This design comes from an exercise in tuning for small area, a short achievable clock period and few clock cycles on the open sky130 flow, not from production work.
RTL that was checked went through simulation tests only; none was proved equivalent to the original.
For run 1, only the layout was checked, not whether the RTL still works.
Power is estimated from default activity; no workload was simulated.

## flow/design.v (module list and top-level ports; edited modules follow where they fit)
// module SET: 1075 lines
module SET ( clk , rst, en, central, radius, mode, busy, valid, candidate );
  // ...
==> flow/run.sh <==
#!/bin/bash
# synth_recipe.tcl (not shown) runs the flow's synth.tcl, then flattens the netlist and writes it again
# the make line also repeats each setting of config.mk as NAME=value (left out here)
make -C /OpenROAD-flow-scripts/flow DESIGN_CONFIG=/design/flow/config.mk WORK_HOME=/design/flow/orfs CLKGATE_MAP_FILE= SYNTH_SCRIPT=/design/flow/synth_recipe.tcl finish
==> flow/config.mk <==
export PLATFORM = sky130hd
export DESIGN_NAME = SET
export DESIGN_NICKNAME = SET
export VERILOG_FILES = /design/flow/design.v
export SDC_FILE = /design/flow/constraint.sdc
export NUM_CORES = 4
export LEC_CHECK = 0
export CAP_MARGIN = 20
export CORE_MARGIN = 2
export CORE_UTILIZATION = 40
export SLEW_MARGIN = 20
==> flow/constraint.sdc <==
create_clock -name core_clock -period 9.0 [get_ports {clk}]
set_input_delay 1.8000 -clock core_clock [delete_from_list [all_inputs] [get_ports {clk}]]
set_output_delay 1.8000 -clock core_clock [all_outputs]
set_load 0.01 [all_outputs]
==> reports/metrics.csv, run 1 <==
metric;value;unit
num-multi-input-gates;3078;
drive_above_1_share;0.390;
p_clk;77.0;uW
pg_comb;9.42;mW
check-failures;negative setup slack;
rsz0062_at_grt;yes;
most-common-layout-cells;buf_4 (1,105), nand2_1 (290), nor2_1 (278), a21oi_1 (256), o21ai_0 (230);
vias_per_cell;6.46;
status;finished with violations;
seqCellArea;165;um2
cp.arrival;9270;ps
place_inst;5133;
p_leak;14.3;nW
grt.busiest_layer;met1;
maxPowerGroup;combinational cells;
core;0.0577;mm2
fin_cells;5187;
pre_cts_ws;-808;ps
fin_crit;9150;ps
cts.path.max_buffers;2;
final_util;0.605;
layout_setup_ws;-150;ps
setup_viol;4;
yosys-mux-area-fraction;0.0560;
crit_path_top_delay_cell;fa_2;
buffers;1211;
antenna_found_initial;1;
period_share;1.02;
ys_types;109;
final_area;0.0349;mm2
clkPwrFrac;0.008;
holdWs;1700;ps
cpMostUsedCell;fa_2;
grt_pass1_wl;194000;um
p_switching;4.76;mW
rows;88;
htreeDepth;1;
ys_seq_area_frac;0.00707;
post_cts_buffers;27;
synth_common_cells;nand2_1 (306), nor2_1 (299), a21oi_1 (289);
cts.clk_slew.worst_paths;40;ps
hold_class;in -> async;
largest_class;multi-input gates;
==> run 2: changes to the inputs <==
--- a/flow/design.v
+++ b/flow/design.v
@@ -24,25 +24,21 @@
     4'd12: profile = 80'd19192926328688865148;
     4'd13: profile = 80'd615327726207549469597;
     4'd14: profile = 80'd19691640161280095877054;
     4'd15: profile = 80'd630133675272383367183327;
     default: profile = 80'd0;
   endcase
 endfunction
 wire [3:0] xa = central[23:20], ya = central[19:16], ra = radius[11:8];
+wire [3:0] xb = central[15:12], yb = central[11:8],  rb = radius[7:4];
+wire [3:0] xc = central[7:4],   yc = central[3:0],   rc = radius[3:0];
 wire bempty = (mode == 2'd0);
-wire [3:0] xb = bempty ? 4'd15 : central[15:12];
-wire [3:0] yb = bempty ? 4'd15 : central[11:8];
-wire [3:0] rb = bempty ? 4'd0 : radius[7:4];
-wire call = ~mode[0];
 wire cempty = (mode == 2'd1);
-wire [3:0] xc = call ? 4'd4 : cempty ? 4'd15 : central[7:4];
-wire [3:0] yc = call ? 4'd4 : cempty ? 4'd15 : central[3:0];
-wire [3:0] rc = call ? 4'd15 : cempty ? 4'd0 : radius[3:0];
+wire call = ~mode[0];
 wire [63:0] ma, mb, mc;
 wire [79:0] pa = profile(ra);
 wire [4:0] s3a_14 = ya[3] ? pa[74:70] : pa[34:30];
 wire [4:0] s3a_15 = ya[3] ? pa[69:65] : pa[29:25];
 wire [4:0] s3a_16 = ya[3] ? pa[64:60] : pa[24:20];
 wire [4:0] s3a_17 = ya[3] ? pa[59:55] : pa[19:15];
 wire [4:0] s3a_18 = ya[3] ? pa[54:50] : pa[14:10];
 wire [4:0] s3a_19 = ya[3] ? pa[49:45] : pa[9:5];
@@ -70,24 +66,32 @@
 wire [4:0] s1a_21 = ya[1] ? s2a_19 : s2a_21;
 wire [4:0] s1a_22 = ya[1] ? s2a_20 : s2a_22;
 wire [4:0] s1a_23 = ya[1] ? s2a_21 : s2a_23;
 wire [4:0] s1a_24 = ya[1] ? s2a_22 : s2a_24;
 wire [4:0] s1a_25 = ya[1] ? s2a_23 : s2a_25;
 wire [4:0] s1a_26 = ya[1] ? s2a_24 : s2a_26;
 wire [4:0] s1a_27 = ya[1] ? s2a_25 : s2a_27;
 wire [4:0] s1a_28 = ya[1] ? s2a_26 : s2a_28;
-wire [4:0] ha1 = ya[0] ? s1a_20 : s1a_21;
-wire [4:0] ha2 = ya[0] ? s1a_21 : s1a_22;
-wire [4:0] ha3 = ya[0] ? s1a_22 : s1a_23;
-wire [4:0] ha4 = ya[0] ? s1a_23 : s1a_24;
-wire [4:0] ha5 = ya[0] ? s1a_24 : s1a_25;
-wire [4:0] ha6 = ya[0] ? s1a_25 : s1a_26;
-wire [4:0] ha7 = ya[0] ? s1a_26 : s1a_27;
-wire [4:0] ha8 = ya[0] ? s1a_27 : s1a_28;
+wire [4:0] ga1 = ya[0] ? s1a_20 : s1a_21;
+wire [4:0] ha1 = ga1;
+wire [4:0] ga2 = ya[0] ? s1a_21 : s1a_22;
+wire [4:0] ha2 = ga2;
+wire [4:0] ga3 = ya[0] ? s1a_22 : s1a_23;
+wire [4:0] ha3 = ga3;
+wire [4:0] ga4 = ya[0] ? s1a_23 : s1a_24;
+wire [4:0] ha4 = ga4;
+wire [4:0] ga5 = ya[0] ? s1a_24 : s1a_25;
+wire [4:0] ha5 = ga5;
+wire [4:0] ga6 = ya[0] ? s1a_25 : s1a_26;
+wire [4:0] ha6 = ga6;
+wire [4:0] ga7 = ya[0] ? s1a_26 : s1a_27;
+wire [4:0] ha7 = ga7;
+wire [4:0] ga8 = ya[0] ? s1a_27 : s1a_28;
+wire [4:0] ha8 = ga8;
 reg [3:0] da1;
 always @(*) case (xa)
   4'd0: da1 = 4'd1;
   4'd1: da1 = 4'd0;
   4'd2: da1 = 4'd1;
   4'd3: da1 = 4'd2;
   4'd4: da1 = 4'd3;
   4'd5: da1 = 4'd4;
@@ -330,24 +334,32 @@
 wire [4:0] s1b_21 = yb[1] ? s2b_19 : s2b_21;
 wire [4:0] s1b_22 = yb[1] ? s2b_20 : s2b_22;
 wire [4:0] s1b_23 = yb[1] ? s2b_21 : s2b_23;
 wire [4:0] s1b_24 = yb[1] ? s2b_22 : s2b_24;
 wire [4:0] s1b_25 = yb[1] ? s2b_23 : s2b_25;
 wire [4:0] s1b_26 = yb[1] ? s2b_24 : s2b_26;
 wire [4:0] s1b_27 = yb[1] ? s2b_25 : s2b_27;
 wire [4:0] s1b_28 = yb[1] ? s2b_26 : s2b_28;
-wire [4:0] hb1 = yb[0] ? s1b_20 : s1b_21;
-wire [4:0] hb2 = yb[0] ? s1b_21 : s1b_22;
-wire [4:0] hb3 = yb[0] ? s1b_22 : s1b_23;
-wire [4:0] hb4 = yb[0] ? s1b_23 : s1b_24;
-wire [4:0] hb5 = yb[0] ? s1b_24 : s1b_25;
-wire [4:0] hb6 = yb[0] ? s1b_25 : s1b_26;
-wire [4:0] hb7 = yb[0] ? s1b_26 : s1b_27;
-wire [4:0] hb8 = yb[0] ? s1b_27 : s1b_28;
+wire [4:0] gb1 = yb[0] ? s1b_20 : s1b_21;
+wire [4:0] hb1 = {gb1[4] & ~bempty, gb1[3:0]};
+wire [4:0] gb2 = yb[0] ? s1b_21 : s1b_22;
+wire [4:0] hb2 = {gb2[4] & ~bempty, gb2[3:0]};
+wire [4:0] gb3 = yb[0] ? s1b_22 : s1b_23;
+wire [4:0] hb3 = {gb3[4] & ~bempty, gb3[3:0]};
+wire [4:0] gb4 = yb[0] ? s1b_23 : s1b_24;
+wire [4:0] hb4 = {gb4[4] & ~bempty, gb4[3:0]};
+wire [4:0] gb5 = yb[0] ? s1b_24 : s1b_25;
+wire [4:0] hb5 = {gb5[4] & ~bempty, gb5[3:0]};
+wire [4:0] gb6 = yb[0] ? s1b_25 : s1b_26;
+wire [4:0] hb6 = {gb6[4] & ~bempty, gb6[3:0]};
+wire [4:0] gb7 = yb[0] ? s1b_26 : s1b_27;
+wire [4:0] hb7 = {gb7[4] & ~bempty, gb7[3:0]};
+wire [4:0] gb8 = yb[0] ? s1b_27 : s1b_28;
+wire [4:0] hb8 = {gb8[4] & ~bempty, gb8[3:0]};
 reg [3:0] db1;
 always @(*) case (xb)
   4'd0: db1 = 4'd1;
   4'd1: db1 = 4'd0;
   4'd2: db1 = 4'd1;
   4'd3: db1 = 4'd2;
   4'd4: db1 = 4'd3;
   4'd5: db1 = 4'd4;
@@ -590,24 +602,32 @@
 wire [4:0] s1c_21 = yc[1] ? s2c_19 : s2c_21;
 wire [4:0] s1c_22 = yc[1] ? s2c_20 : s2c_22;
 wire [4:0] s1c_23 = yc[1] ? s2c_21 : s2c_23;
 wire [4:0] s1c_24 = yc[1] ? s2c_22 : s2c_24;
 wire [4:0] s1c_25 = yc[1] ? s2c_23 : s2c_25;
 wire [4:0] s1c_26 = yc[1] ? s2c_24 : s2c_26;
 wire [4:0] s1c_27 = yc[1] ? s2c_25 : s2c_27;
 wire [4:0] s1c_28 = yc[1] ? s2c_26 : s2c_28;
-wire [4:0] hc1 = yc[0] ? s1c_20 : s1c_21;
-wire [4:0] hc2 = yc[0] ? s1c_21 : s1c_22;
-wire [4:0] hc3 = yc[0] ? s1c_22 : s1c_23;
-wire [4:0] hc4 = yc[0] ? s1c_23 : s1c_24;
-wire [4:0] hc5 = yc[0] ? s1c_24 : s1c_25;
-wire [4:0] hc6 = yc[0] ? s1c_25 : s1c_26;
-wire [4:0] hc7 = yc[0] ? s1c_26 : s1c_27;
-wire [4:0] hc8 = yc[0] ? s1c_27 : s1c_28;
+wire [4:0] gc1 = yc[0] ? s1c_20 : s1c_21;
+wire [4:0] hc1 = {(gc1[4] & ~cempty) | call, gc1[3:0] | {4{call}}};
+wire [4:0] gc2 = yc[0] ? s1c_21 : s1c_22;
+wire [4:0] hc2 = {(gc2[4] & ~cempty) | call, gc2[3:0] | {4{call}}};
+wire [4:0] gc3 = yc[0] ? s1c_22 : s1c_23;
+wire [4:0] hc3 = {(gc3[4] & ~cempty) | call, gc3[3:0] | {4{call}}};
+wire [4:0] gc4 = yc[0] ? s1c_23 : s1c_24;
+wire [4:0] hc4 = {(gc4[4] & ~cempty) | call, gc4[3:0] | {4{call}}};
+wire [4:0] gc5 = yc[0] ? s1c_24 : s1c_25;
+wire [4:0] hc5 = {(gc5[4] & ~cempty) | call, gc5[3:0] | {4{call}}};
+wire [4:0] gc6 = yc[0] ? s1c_25 : s1c_26;
+wire [4:0] hc6 = {(gc6[4] & ~cempty) | call, gc6[3:0] | {4{call}}};
+wire [4:0] gc7 = yc[0] ? s1c_26 : s1c_27;
+wire [4:0] hc7 = {(gc7[4] & ~cempty) | call, gc7[3:0] | {4{call}}};
+wire [4:0] gc8 = yc[0] ? s1c_27 : s1c_28;
+wire [4:0] hc8 = {(gc8[4] & ~cempty) | call, gc8[3:0] | {4{call}}};
 reg [3:0] dc1;
 always @(*) case (xc)
   4'd0: dc1 = 4'd1;
   4'd1: dc1 = 4'd0;
   4'd2: dc1 = 4'd1;
   4'd3: dc1 = 4'd2;
   4'd4: dc1 = 4'd3;
   4'd5: dc1 = 4'd4;
@@ -815,101 +835,103 @@
 assign mc[57] = hc8[4] & ~((dc2[3]&~hc8[3]) | ((dc2[3]|~hc8[3]) & ((dc2[2]&~hc8[2]) | ((dc2[2]|~hc8[2]) & ((dc2[1]&~hc8[1]) | ((dc2[1]|~hc8[1]) & (dc2[0]&~hc8[0])))))));
 assign mc[58] = hc8[4] & ~((dc3[3]&~hc8[3]) | ((dc3[3]|~hc8[3]) & ((dc3[2]&~hc8[2]) | ((dc3[2]|~hc8[2]) & ((dc3[1]&~hc8[1]) | ((dc3[1]|~hc8[1]) & (dc3[0]&~hc8[0])))))));
 assign mc[59] = hc8[4] & ~((dc4[3]&~hc8[3]) | ((dc4[3]|~hc8[3]) & ((dc4[2]&~hc8[2]) | ((dc4[2]|~hc8[2]) & ((dc4[1]&~hc8[1]) | ((dc4[1]|~hc8[1]) & (dc4[0]&~hc8[0])))))));
 assign mc[60] = hc8[4] & ~((dc5[3]&~hc8[3]) | ((dc5[3]|~hc8[3]) & ((dc5[2]&~hc8[2]) | ((dc5[2]|~hc8[2]) & ((dc5[1]&~hc8[1]) | ((dc5[1]|~hc8[1]) & (dc5[0]&~hc8[0])))))));
 assign mc[61] = hc8[4] & ~((dc6[3]&~hc8[3]) | ((dc6[3]|~hc8[3]) & ((dc6[2]&~hc8[2]) | ((dc6[2]|~hc8[2]) & ((dc6[1]&~hc8[1]) | ((dc6[1]|~hc8[1]) & (dc6[0]&~hc8[0])))))));
 assign mc[62] = hc8[4] & ~((dc7[3]&~hc8[3]) | ((dc7[3]|~hc8[3]) & ((dc7[2]&~hc8[2]) | ((dc7[2]|~hc8[2]) & ((dc7[1]&~hc8[1]) | ((dc7[1]|~hc8[1]) & (dc7[0]&~hc8[0])))))));
 assign mc[63] = hc8[4] & ~((dc8[3]&~hc8[3]) | ((dc8[3]|~hc8[3]) & ((dc8[2]&~hc8[2]) | ((dc8[2]|~hc8[2]) & ((dc8[1]&~hc8[1]) | ((dc8[1]|~hc8[1]) & (dc8[0]&~hc8[0])))))));
 wire [63:0] hit = (ma & mb & ~mc) | (ma & ~mb & mc) | (~ma & mb & mc);
+reg [63:0] hit_r;
+always @(posedge clk) hit_r <= hit;
 wire [6:0] cnt;
 wire pc1;
 wire pc2;
-assign pc1 = hit[0] ^ hit[1] ^ hit[2];
-assign pc2 = (hit[0] & hit[1]) | (hit[0] & hit[2]) | (hit[1] & hit[2]);
+assign pc1 = hit_r[0] ^ hit_r[1] ^ hit_r[2];
+assign pc2 = (hit_r[0] & hit_r[1]) | (hit_r[0] & hit_r[2]) | (hit_r[1] & hit_r[2]);
 wire pc3;
 wire pc4;
-assign pc3 = hit[3] ^ hit[4] ^ hit[5];
-assign pc4 = (hit[3] & hit[4]) | (hit[3] & hit[5]) | (hit[4] & hit[5]);
+assign pc3 = hit_r[3] ^ hit_r[4] ^ hit_r[5];
+assign pc4 = (hit_r[3] & hit_r[4]) | (hit_r[3] & hit_r[5]) | (hit_r[4] & hit_r[5]);
 wire pc5;
 wire pc6;
-assign pc5 = hit[6] ^ hit[7] ^ hit[8];
-assign pc6 = (hit[6] & hit[7]) | (hit[6] & hit[8]) | (hit[7] & hit[8]);
+assign pc5 = hit_r[6] ^ hit_r[7] ^ hit_r[8];
+assign pc6 = (hit_r[6] & hit_r[7]) | (hit_r[6] & hit_r[8]) | (hit_r[7] & hit_r[8]);
 wire pc7;
 wire pc8;
-assign pc7 = hit[9] ^ hit[10] ^ hit[11];
-assign pc8 = (hit[9] & hit[10]) | (hit[9] & hit[11]) | (hit[10] & hit[11]);
+assign pc7 = hit_r[9] ^ hit_r[10] ^ hit_r[11];
+assign pc8 = (hit_r[9] & hit_r[10]) | (hit_r[9] & hit_r[11]) | (hit_r[10] & hit_r[11]);
 wire pc9;
 wire pc10;
-assign pc9 = hit[12] ^ hit[13] ^ hit[14];
-assign pc10 = (hit[12] & hit[13]) | (hit[12] & hit[14]) | (hit[13] & hit[14]);
+assign pc9 = hit_r[12] ^ hit_r[13] ^ hit_r[14];
+assign pc10 = (hit_r[12] & hit_r[13]) | (hit_r[12] & hit_r[14]) | (hit_r[13] & hit_r[14]);
 wire pc11;
 wire pc12;
-assign pc11 = hit[15] ^ hit[16] ^ hit[17];
-assign pc12 = (hit[15] & hit[16]) | (hit[15] & hit[17]) | (hit[16] & hit[17]);
+assign pc11 = hit_r[15] ^ hit_r[16] ^ hit_r[17];
+assign pc12 = (hit_r[15] & hit_r[16]) | (hit_r[15] & hit_r[17]) | (hit_r[16] & hit_r[17]);
 wire pc13;
 wire pc14;
-assign pc13 = hit[18] ^ hit[19] ^ hit[20];
-assign pc14 = (hit[18] & hit[19]) | (hit[18] & hit[20]) | (hit[19] & hit[20]);
+assign pc13 = hit_r[18] ^ hit_r[19] ^ hit_r[20];
+assign pc14 = (hit_r[18] & hit_r[19]) | (hit_r[18] & hit_r[20]) | (hit_r[19] & hit_r[20]);
 wire pc15;
 wire pc16;
-assign pc15 = hit[21] ^ hit[22] ^ hit[23];
-assign pc16 = (hit[21] & hit[22]) | (hit[21] & hit[23]) | (hit[22] & hit[23]);
+assign pc15 = hit_r[21] ^ hit_r[22] ^ hit_r[23];
+assign pc16 = (hit_r[21] & hit_r[22]) | (hit_r[21] & hit_r[23]) | (hit_r[22] & hit_r[23]);
 wire pc17;
 wire pc18;
-assign pc17 = hit[24] ^ hit[25] ^ hit[26];
-assign pc18 = (hit[24] & hit[25]) | (hit[24] & hit[26]) | (hit[25] & hit[26]);
+assign pc17 = hit_r[24] ^ hit_r[25] ^ hit_r[26];
+assign pc18 = (hit_r[24] & hit_r[25]) | (hit_r[24] & hit_r[26]) | (hit_r[25] & hit_r[26]);
 wire pc19;
 wire pc20;
-assign pc19 = hit[27] ^ hit[28] ^ hit[29];
-assign pc20 = (hit[27] & hit[28]) | (hit[27] & hit[29]) | (hit[28] & hit[29]);
+assign pc19 = hit_r[27] ^ hit_r[28] ^ hit_r[29];
+assign pc20 = (hit_r[27] & hit_r[28]) | (hit_r[27] & hit_r[29]) | (hit_r[28] & hit_r[29]);
 wire pc21;
 wire pc22;
-assign pc21 = hit[30] ^ hit[31] ^ hit[32];
-assign pc22 = (hit[30] & hit[31]) | (hit[30] & hit[32]) | (hit[31] & hit[32]);
+assign pc21 = hit_r[30] ^ hit_r[31] ^ hit_r[32];
+assign pc22 = (hit_r[30] & hit_r[31]) | (hit_r[30] & hit_r[32]) | (hit_r[31] & hit_r[32]);
 wire pc23;
 wire pc24;
-assign pc23 = hit[33] ^ hit[34] ^ hit[35];
-assign pc24 = (hit[33] & hit[34]) | (hit[33] & hit[35]) | (hit[34] & hit[35]);
+assign pc23 = hit_r[33] ^ hit_r[34] ^ hit_r[35];
+assign pc24 = (hit_r[33] & hit_r[34]) | (hit_r[33] & hit_r[35]) | (hit_r[34] & hit_r[35]);
 wire pc25;
 wire pc26;
-assign pc25 = hit[36] ^ hit[37] ^ hit[38];
-assign pc26 = (hit[36] & hit[37]) | (hit[36] & hit[38]) | (hit[37] & hit[38]);
+assign pc25 = hit_r[36] ^ hit_r[37] ^ hit_r[38];
+assign pc26 = (hit_r[36] & hit_r[37]) | (hit_r[36] & hit_r[38]) | (hit_r[37] & hit_r[38]);
 wire pc27;
 wire pc28;
-assign pc27 = hit[39] ^ hit[40] ^ hit[41];
-assign pc28 = (hit[39] & hit[40]) | (hit[39] & hit[41]) | (hit[40] & hit[41]);
+assign pc27 = hit_r[39] ^ hit_r[40] ^ hit_r[41];
+assign pc28 = (hit_r[39] & hit_r[40]) | (hit_r[39] & hit_r[41]) | (hit_r[40] & hit_r[41]);
 wire pc29;
 wire pc30;
-assign pc29 = hit[42] ^ hit[43] ^ hit[44];
-assign pc30 = (hit[42] & hit[43]) | (hit[42] & hit[44]) | (hit[43] & hit[44]);
+assign pc29 = hit_r[42] ^ hit_r[43] ^ hit_r[44];
+assign pc30 = (hit_r[42] & hit_r[43]) | (hit_r[42] & hit_r[44]) | (hit_r[43] & hit_r[44]);
 wire pc31;
 wire pc32;
-assign pc31 = hit[45] ^ hit[46] ^ hit[47];
-assign pc32 = (hit[45] & hit[46]) | (hit[45] & hit[47]) | (hit[46] & hit[47]);
+assign pc31 = hit_r[45] ^ hit_r[46] ^ hit_r[47];
+assign pc32 = (hit_r[45] & hit_r[46]) | (hit_r[45] & hit_r[47]) | (hit_r[46] & hit_r[47]);
 wire pc33;
 wire pc34;
-assign pc33 = hit[48] ^ hit[49] ^ hit[50];
-assign pc34 = (hit[48] & hit[49]) | (hit[48] & hit[50]) | (hit[49] & hit[50]);
+assign pc33 = hit_r[48] ^ hit_r[49] ^ hit_r[50];
+assign pc34 = (hit_r[48] & hit_r[49]) | (hit_r[48] & hit_r[50]) | (hit_r[49] & hit_r[50]);
 wire pc35;
 wire pc36;
-assign pc35 = hit[51] ^ hit[52] ^ hit[53];
-assign pc36 = (hit[51] & hit[52]) | (hit[51] & hit[53]) | (hit[52] & hit[53]);
+assign pc35 = hit_r[51] ^ hit_r[52] ^ hit_r[53];
+assign pc36 = (hit_r[51] & hit_r[52]) | (hit_r[51] & hit_r[53]) | (hit_r[52] & hit_r[53]);
 wire pc37;
 wire pc38;
-assign pc37 = hit[54] ^ hit[55] ^ hit[56];
-assign pc38 = (hit[54] & hit[55]) | (hit[54] & hit[56]) | (hit[55] & hit[56]);
+assign pc37 = hit_r[54] ^ hit_r[55] ^ hit_r[56];
+assign pc38 = (hit_r[54] & hit_r[55]) | (hit_r[54] & hit_r[56]) | (hit_r[55] & hit_r[56]);
 wire pc39;
 wire pc40;
-assign pc39 = hit[57] ^ hit[58] ^ hit[59];
-assign pc40 = (hit[57] & hit[58]) | (hit[57] & hit[59]) | (hit[58] & hit[59]);
+assign pc39 = hit_r[57] ^ hit_r[58] ^ hit_r[59];
+assign pc40 = (hit_r[57] & hit_r[58]) | (hit_r[57] & hit_r[59]) | (hit_r[58] & hit_r[59]);
 wire pc41;
 wire pc42;
-assign pc41 = hit[60] ^ hit[61] ^ hit[62];
-assign pc42 = (hit[60] & hit[61]) | (hit[60] & hit[62]) | (hit[61] & hit[62]);
+assign pc41 = hit_r[60] ^ hit_r[61] ^ hit_r[62];
+assign pc42 = (hit_r[60] & hit_r[61]) | (hit_r[60] & hit_r[62]) | (hit_r[61] & hit_r[62]);
 wire pc43;
 wire pc44;
 assign pc43 = pc1 ^ pc3 ^ pc5;
 assign pc44 = (pc1 & pc3) | (pc1 & pc5) | (pc3 & pc5);
 wire pc45;
 wire pc46;
 assign pc45 = pc7 ^ pc9 ^ pc11;
 assign pc46 = (pc7 & pc9) | (pc7 & pc11) | (pc9 & pc11);
@@ -966,18 +988,18 @@
 assign pc71 = pc43 ^ pc45 ^ pc47;
 assign pc72 = (pc43 & pc45) | (pc43 & pc47) | (pc45 & pc47);
 wire pc73;
 wire pc74;
 assign pc73 = pc49 ^ pc51 ^ pc53;
 assign pc74 = (pc49 & pc51) | (pc49 & pc53) | (pc51 & pc53);
 wire pc75;
 wire pc76;
-assign pc75 = pc55 ^ hit[63];
-assign pc76 = pc55 & hit[63];
+assign pc75 = pc55 ^ hit_r[63];
+assign pc76 = pc55 & hit_r[63];
 wire pc77;
 wire pc78;
 assign pc77 = pc44 ^ pc46 ^ pc48;
 assign pc78 = (pc44 & pc46) | (pc44 & pc48) | (pc46 & pc48);
 wire pc79;
 wire pc80;
 assign pc79 = pc50 ^ pc52 ^ pc54;
 assign pc80 = (pc50 & pc52) | (pc50 & pc54) | (pc52 & pc54);
@@ -1062,14 +1084,20 @@
 assign pc119 = pc116 ^ pc117 ^ pc113;
 assign pc120 = (pc116 & pc117) | (pc116 & pc113) | (pc117 & pc113);
 wire pc121;
 wire pc122;
 assign pc121 = pc118 ^ pc112 ^ pc114;
 assign pc122 = (pc118 & pc112) | (pc118 & pc114) | (pc112 & pc114);
 wire [6:0] pc_sum = {1'b0,pc122,pc120,pc119,pc115,pc105,pc91} + {1'b0,1'b0,pc121,1'b0,1'b0,pc97,1'b0};
 assign cnt = pc_sum[6:0];
+reg stage1;
 always @(posedge clk or posedge rst)
-  if (rst) valid <= 1'b0;
-  else valid <= en;
-assign busy = valid;
+  if (rst) begin
+    stage1 <= 1'b0;
+    valid <= 1'b0;
+  end else begin
+    stage1 <= en;
+    valid <= stage1;
+  end
+assign busy = stage1;
 always @(posedge clk) candidate <= {1'b0, cnt};
 endmodule
==> run 2 against run 1 <==
Net effect: the run now finishes clean; sequential share of layout area grew 5.3 points; largest cell class unchanged; die area grew 6.1%; maximum frequency grew 35%; worst setup slack gained 2400 ps; largest power group unchanged; via count shrank 14%; hold slack lost 1300 ps; combinational power shrank 37%; flip-flop and latch count grew 65.
==> reports/metrics.csv, run 2 <==
metric;value;unit;change
most-common-layout-cells;nand2_1 (348), a21oi_1 (276), nor2_1 (274), o21ai_0 (247), maj3_1 (239);;
cp_cell_sequence;clkdlybuf4s50_1, inv_1, ha_1, and3_1, a211oi_1, nand2_1, mux4_2, a22oi_1, a221oi_1, a221oi_1, o21ai_0, a21boi_0, xor2_1, o22ai_1;;
synth_warnings;1;;
hold_viol_final;0;;
maxClockFrequency;147;MHz;
cpLargestDelayFamily;compound AO/OA/AOI/OAI gates;;
pre_cts_ws;1970;ps;+2780 ps
regMostFlops;hit_r;;
rows;91;;+3.4%
fin_tns_setup;0;ps;
cp.arrival;6990;ps;-2280 ps
slew_viol_final;0;;
largest_register_ff_count;64;;
dp_hpwl;81000;um;
syn_nets;3749;;
hold_buffers;0;;
p_leak;9.35;nW;-35%
synth_area;0.0248;mm2;
grt_pass1_wl;158000;um;-19%
period_share;0.754;;-0.262
final_net_count;3567;;
antenna_found_initial;0;;-1
drt_iter0_drc;4222;;
worst_pin_slew;1170;ps;
cp.required;9210;ps;
synth_seq_cells;73;;
dieArea;0.0641;mm2;
syn2layout_area_growth;3.04;%;
p_switching;3.65;mW;-23%
drv_cap;0;;
slew_headroom;0.221;;
synth_top_area_frac;0.0964;;
clk_latency;340;ps;
p_per_area;272;mW/mm2;
place_congestion;1.05;;
internal-power;3.32;mW;
final_util;0.416;;-0.189
power_frac_comb;0.858;;
reg_top3;hit_r x64, candidate x7;;
diodes;0;;
numClockSinks;73;;
endpoint_kind;register;;
switching_share;0.524;;
grt_pass1_vias;25100;;
setup_viol;0;;-4
yosysMostFrequentCell;nand2_1;;
cp_slowest_stage_delay;900;ps;
synth_edf_count;0;;
drive_above_1_share;0.0755;;-0.314
synth_top_cells_by_area;maj3_1 (9.6%), dfxtp_1 (5.7%), a21oi_1 (5.6%), nand2_1 (5.3%), o21ai_0 (5.0%);;
numCtsBuffers;9;;
grt_max_degree;76;;
dpl-instance-area;0.0252;mm2;
synth_cells;3594;;
finClkSkew;8.14;ps;
hold_class;reg -> reg;;
route.detailed.drc;0;;
rrSetupSlack;4420;ps;
ys_seq_area_frac;0.0593;;+0.0522
seqCellArea;0.00147;mm2;+790%
synth_area_per_cell;6.91;um2;
portBuffers;49;;
final_area;0.0256;mm2;-27%
cts.clk_slew.worst_paths;60;ps;+20 ps
critPathMaxFanout;20;;
fin_crit;6790;ps;-2360 ps
post_cts_buffers;0;;-100%
status;timing/DRC/antenna clean;;
ys_async_sr_fraction;0.0274;;
layout_setup_ws;2210;ps;+2360 ps
clkPwrFrac;0.055;;+0.047
die_w;253;um;
vias;28800;;
ys_types;116;;+6.4%
drtPass1Iterations;8;;
start_util;0.404;;
die_h;253;um;
post_cts_resized;0;;
finalPower;6.96;mW;
final_common_cell;nand2_1;;
startpoint_type;input pin;;
cpMostUsedCell;a221oi_1;;
rsz0062_at_grt;no;;
yosysTopAreaCell;maj3_1;;
grt_usage;0.314;;
nFillCells;6464;;
crit_path_top_delay_cell;clkdlybuf4s50_1;;
pin_count;51;;
place_inst;4190;;-18%
cts.path.max_buffers;2;;unchanged
cts_tree;done;;
max-vdd-ir-drop;0.921;mV;
core;0.0615;mm2;+6.6%
cts-root-buf;clkbuf_16;;
holdWs;384;ps;-1310 ps
seqPwrFrac;0.087;;
vias_per_cell;6.86;;+6.1%
crit_buf_inv;2;;
multi_input_area;0.0214;mm2;
crit_type;in -> reg;;
htreeDepth;3;;+2
fin_cells;4207;;-19%
grt_overflow_total;0;;
ys.flop_type;dfxtp_1;;
drt-wirelength-per-cell;24.9;um;
antenna_left;0;;
drt_wl_total;105000;um;
synth_common_cells;nand2_1 (348), a21oi_1 (277), nor2_1 (274);;
-- run 2: worst paths after layout --
kind | start | end | depth (start not counted)
setup / recovery | radius[4] | hit_r[34] | 14
hold / removal | stage1 | valid | 0
setup reg to reg | hit_r[51] | candidate[5] | 14
hold reg to reg | stage1 | valid | 0
max in group asynchronous | rst | valid | 2
min in group asynchronous | rst | stage1 | 2
-- run 2: layout make-up --
cell class                 instances  area share
clock buffer                      10     0.00895
clock inverter                     6     0.00328
inverter                         147      0.0216
multi-input combinational       3077       0.838
sequential                        73      0.0575
tap                              790      0.0387
timing repair buffer             104      0.0316
-- run 2: power groups by stage --
| stage | Clock, mW | Combinational, mW | Sequential [mW] |
|---|---|---|---|
| after floorplan | 0 | 4.46 | 0.605 |
| after global placement | 0 | 5.98 | 0.610 |
| after detailed placement | 0 | 5.98 | 0.611 |
| after CTS | 0.386 | 6.04 | 0.604 |
| after global routing | 0.401 | 6.94 | 0.612 |
| final | 0.385 | 5.98 | 0.604 |
-- run 2: cell families (layout without fill, tap and decap cells) --
| logic type | after synthesis | in the layout | synth area share |
|---|---|---|---|
| AND/OR/NAND/NOR | 1146 | 1146 | 0.226 |
| AO/OA/AOI/OAI | 1357 | 1357 | 0.375 |
| multiplexers | 116 | 116 | 0.0501 |
| other | 1 | 1 | 0.000151 |
| flip-flops | 73 | 73 | 0.0593 |
| adder cells (fa/ha/maj) | 376 | 376 | 0.181 |
| XOR/XNOR | 81 | 81 | 0.0301 |
| buffers and inverters | 444 | 267 | 0.0775 |
-- run 2: routing by layer --
| layer | GRT usage | share of wire | vias to the layer above |
|---|---|---|---|
| met5 | 0 | 0 | - |
| met4 | 0.114 | 0.042 | 0 |
| met3 | 0.0394 | 0.10 | 255 |
| met2 | 0.477 | 0.43 | 1862 |
| met1 | 0.451 | 0.43 | 13500 |
| li1 | - | - | 13200 |
Testbench counts of run 2, summed over its fixed seeds: cycles 648.

[afterwards: timing with drivers on the ports]
Ports are ideal in the flow. The routed layouts listed here were re-timed in OpenROAD. Step 1 sets driving cells, clkbuf_16 on the clock port and buf_2 on the other inputs (assumed; they add their load-dependent delay and slew). Step 2, shift: input delay + t, output delay - t, t = (earliest + latest rising clock arrival at the registers) / 2. This alone moves slack from input paths to output paths. Slacks: no drivers / after step 1 / after step 2; pairs: no drivers / after step 1.
| run | t (ns) | setup slack, ns | latest minus earliest clock arrival (ns) | worst register clock-pin slew, ns |
|---|---|---|---|---|
| run 1 | 0.258 | -0.150 / -0.164 / -0.422 | 0.004 / 0.004 | 0.04 / 0.04 |
| run 2 | 0.387 | 2.212 / 2.238 / 1.851 | 0.010 / 0.010 | 0.06 / 0.06 |
The setup slack of run 2, which loses most, moves by +0.026 ns with the drivers and by -0.361 ns with both steps.
